Background: an optimization exercise with open tools, aiming at small area. Do not read the settings as production practice.
Function was checked by simulation only, so behaviour that the tests miss may differ from the original.
Power is estimated from default activity; no workload was simulated.

== JK ==
==> flow/design.v <==
module smg_display(
input clk,
input rst_n,
input number_en,
input [19:0] number,
output reg [5:0] an,
output reg [7:0] sseg,
output warning
    );
localparam [16:0] SCAN_T = 17'h01a32;
localparam [16:0] SCAN_R = 17'h03464;
reg [24:0] r;
reg [4:0]  c;             
wire busy = ~(c[4] & c[2]);
function [3:0] fix;
    input [3:0] d;
    input       en;
    reg         g;
    begin
        g = en & (d[3] | d[2] & (d[1] | d[0]));
        fix[3] = d[3] | g;
        fix[2] = g ? (d[3] & d[0]) : d[2];
        fix[1] = g ? (d[1] & d[0] | d[3] & ~d[0]) : d[1];
        fix[0] = d[0] ^ g;
    end
endfunction
wire [24:0] cr;
assign cr[3:0]   = fix(r[3:0],   1'b1);
assign cr[7:4]   = fix(r[7:4],   c[4] | c[3] | c[2]);
assign cr[11:8]  = fix(r[11:8],  c[4] | c[3]);
assign cr[15:12] = fix(r[15:12], c[4] | (c[3] & c[2]));
assign cr[19:16] = fix(r[19:16], c[4]);
assign cr[23:20] = fix(r[23:20], c[4] & c[1] & c[0]);
assign cr[24]    = r[24];
always @(posedge clk or negedge rst_n) begin
    if (!rst_n) begin
        r <= 25'd0;
        c <= 5'd20;
    end else if (number_en) begin
        r <= {number, 5'd0};
        c <= 5'd0;
    end else if (busy) begin
        r <= {cr[23:0], cr[24]};
        c <= c + 5'd1;
    end
end
assign warning = r[24];
reg [16:0] lfsr;
wire step = (lfsr == SCAN_T);
always @(posedge clk or negedge rst_n) begin
    if (!rst_n)
        lfsr <= SCAN_R;
    else
        lfsr <= {lfsr[15:0], lfsr[16] ^ lfsr[11] ^ step};
end
reg [3:0] num_an;
wire pre = ~(an[0] | an[1]);
wire [5:0] nan = {an[4:0] | {5{pre}}, an[5]};
wire [3:0] dsel = ({4{~nan[0]}} & r[3:0])   | ({4{~nan[1]}} & r[7:4])
                | ({4{~nan[2]}} & r[11:8])  | ({4{~nan[3]}} & r[15:12])
                | ({4{~nan[4]}} & r[19:16]) | ({4{~nan[5]}} & r[23:20]);
always @(posedge clk or negedge rst_n) begin
    if (!rst_n) begin
        an <= 6'b000000;
        num_an <= 4'd0;
    end else if (step) begin
        an <= nan;
        num_an <= dsel;
    end
end
wire [3:0] d = num_an;
always @(*) begin
    sseg[7] = 1'b1;
    sseg[6] = ~d[3] & ~d[2] & ~d[1] | d[2] & d[1] & d[0];
    sseg[5] = ~d[3] & ~d[2] & d[0] | ~d[2] & d[1] | d[1] & d[0];
    sseg[4] = d[2] & ~d[1] | d[0];
    sseg[3] = ~d[3] & ~d[2] & ~d[1] & d[0] | d[2] & ~d[1] & ~d[0] | d[2] & d[1] & d[0];
    sseg[2] = ~d[2] & d[1] & ~d[0];
    sseg[1] = d[2] & ~d[1] & d[0] | d[2] & d[1] & ~d[0];
    sseg[0] = ~d[3] & ~d[2] & ~d[1] & d[0] | d[2] & ~d[1] & ~d[0];
end
endmodule
Settings: LEC_CHECK=0, CAP_MARGIN=20, CORE_MARGIN=2, CORE_UTILIZATION=40, SLEW_MARGIN=20; clock period 10.0 ns.
standard.sh (not shown) runs the stock make flow with config.mk's settings and CLKGATE_MAP_FILE= SYNTH_SCRIPT=/design/flow/synth_recipe.tcl, a recipe that flattens the netlist after the stock synthesis.
==> flow/flow/run.sh <==
#!/bin/bash
# The standard ORFS layout (the standard.sh) with these changes:
#  - synthesis maps the logic with an area-oriented ABC script (flow/abc_area.script)
#    in place of ORFS's delay-oriented one; the clock period has ample slack;
#  - the port buffers are the smallest buffer (buf_1);
#  - clock tree synthesis inserts no dummy load cells (CTS_ARGS below).
set -euo pipefail
here=$(pwd)
rm -rf "$here/scripts_own"
cp -r "$FLOW_HOME/scripts" "$here/scripts_own"
cp "$here/flow/abc_area.script" "$here/scripts_own/abc_speed.script"
export BUFFER_PORTS_ARGS="-buffer_cell sky130_fd_sc_hd__buf_1"
export CTS_ARGS="-sink_clustering_enable -repair_clock_nets -dont_use_dummy_load -buf_list {sky130_fd_sc_hd__clkbuf_8 sky130_fd_sc_hd__clkbuf_16} -sink_clustering_size 60 -sink_clustering_max_diameter 300"
bash standard.sh SCRIPTS_DIR="$here/scripts_own" finish > standard.log 2>&1
==> flow/flow/abc_area.script <==
strash
&get -n
&fraig -x
&put
scorr
dc2
dretime
strash
dch -f
amap
topo
Every stage of the flow completed for JK, and the final layout passed the timing, DRC and antenna checks.
Edits applied to the flow inputs when going from JK to MS:
diff --git a/flow/flow/run.sh b/flow/flow/run.sh
--- a/flow/flow/run.sh
+++ b/flow/flow/run.sh
@@ -13 +13 @@
-export CTS_ARGS="-sink_clustering_enable -repair_clock_nets -dont_use_dummy_load -buf_list {sky130_fd_sc_hd__clkbuf_8 sky130_fd_sc_hd__clkbuf_16} -sink_clustering_size 60 -sink_clustering_max_diameter 300"
+export CTS_ARGS="-sink_clustering_enable -repair_clock_nets -dont_use_dummy_load"
## What came out
Reported for JK and MS, count of buffers inserted at the top-level ports turned out identical to the last digit.
Re die outline height: no difference whatsoever between MS and JK.
There was hardly any difference in switching power as a share of total power between MS and JK.
Reported for JK and MS, cts-stage hold buffer count turned out identical to the last digit.
Re global-route usage: no difference whatsoever between JK and MS.
For AL, these inputs were changed with respect to MS:
diff --git a/flow/flow/run.sh b/flow/flow/run.sh
--- a/flow/flow/run.sh
+++ b/flow/flow/run.sh
@@ -13 +13 @@
-export CTS_ARGS="-sink_clustering_enable -repair_clock_nets -dont_use_dummy_load"
+export CTS_ARGS="-sink_clustering_enable -repair_clock_nets -dont_use_dummy_load -buf_list {sky130_fd_sc_hd__clkbuf_2 sky130_fd_sc_hd__clkbuf_4} -sink_clustering_size 20"
## What came out
AL completed end to end with timing, DRC and antenna clean. AL vs. MS: wire length has remained practically unchanged, via count has increased, area added between synthesis and finish has decreased. As far as clock sink count goes, MS and AL are indistinguishable; the numbers are identical. Relative slew slack | AL above MS.
Input-level comparison between TR and AL:
diff --git a/flow/flow/run.sh b/flow/flow/run.sh
--- a/flow/flow/run.sh
+++ b/flow/flow/run.sh
@@ -13 +13 @@
-export CTS_ARGS="-sink_clustering_enable -repair_clock_nets -dont_use_dummy_load -buf_list {sky130_fd_sc_hd__clkbuf_2 sky130_fd_sc_hd__clkbuf_4} -sink_clustering_size 20"
+export CTS_ARGS="-sink_clustering_enable -repair_clock_nets -dont_use_dummy_load -buf_list {sky130_fd_sc_hd__clkbuf_4 sky130_fd_sc_hd__clkbuf_8} -sink_clustering_size 30 -sink_clustering_max_diameter 200"
## What came out
Compared with AL, in TR relative contribution of the clock network to total power +6.6 points, signed area change from the synthesized netlist to the final layout went up by 2.2 points, worst hold slack across all endpoints shows no meaningful change, sequential share of layout area decreased 1.0 points, highest clock frequency the design can meet fell by 0.0088 GHz.

separate check: timing with driven ports:
The results above use ideal ports. As a check the final layouts listed here were re-extracted and re-timed, cells and wires unchanged. Step 1, drivers: a clkbuf_16 drives clk and a buf_2 each remaining input, both assumed. Step 2 also shifts input and output timing later by t, the mid clock arrival at the registers, as if the neighbouring blocks saw the same clock. a / b / c = ideal ports / drivers / drivers and shift; a / b = the first two.
run	t (ns)	slack for setup (ns)	pins driven straight from the clock port
JK	0.353	6.335 / 6.342 / 5.989	1
MS	0.353	6.335 / 6.342 / 5.989	1
AL	0.411	6.450 / 6.450 / 6.044	1
TR	0.353	6.335 / 6.342 / 5.989	1
After both steps every run listed still meets setup and hold. For AL, which loses most, drivers alone change the setup slack by 0.000 ns; drivers and shift together by -0.406 ns.
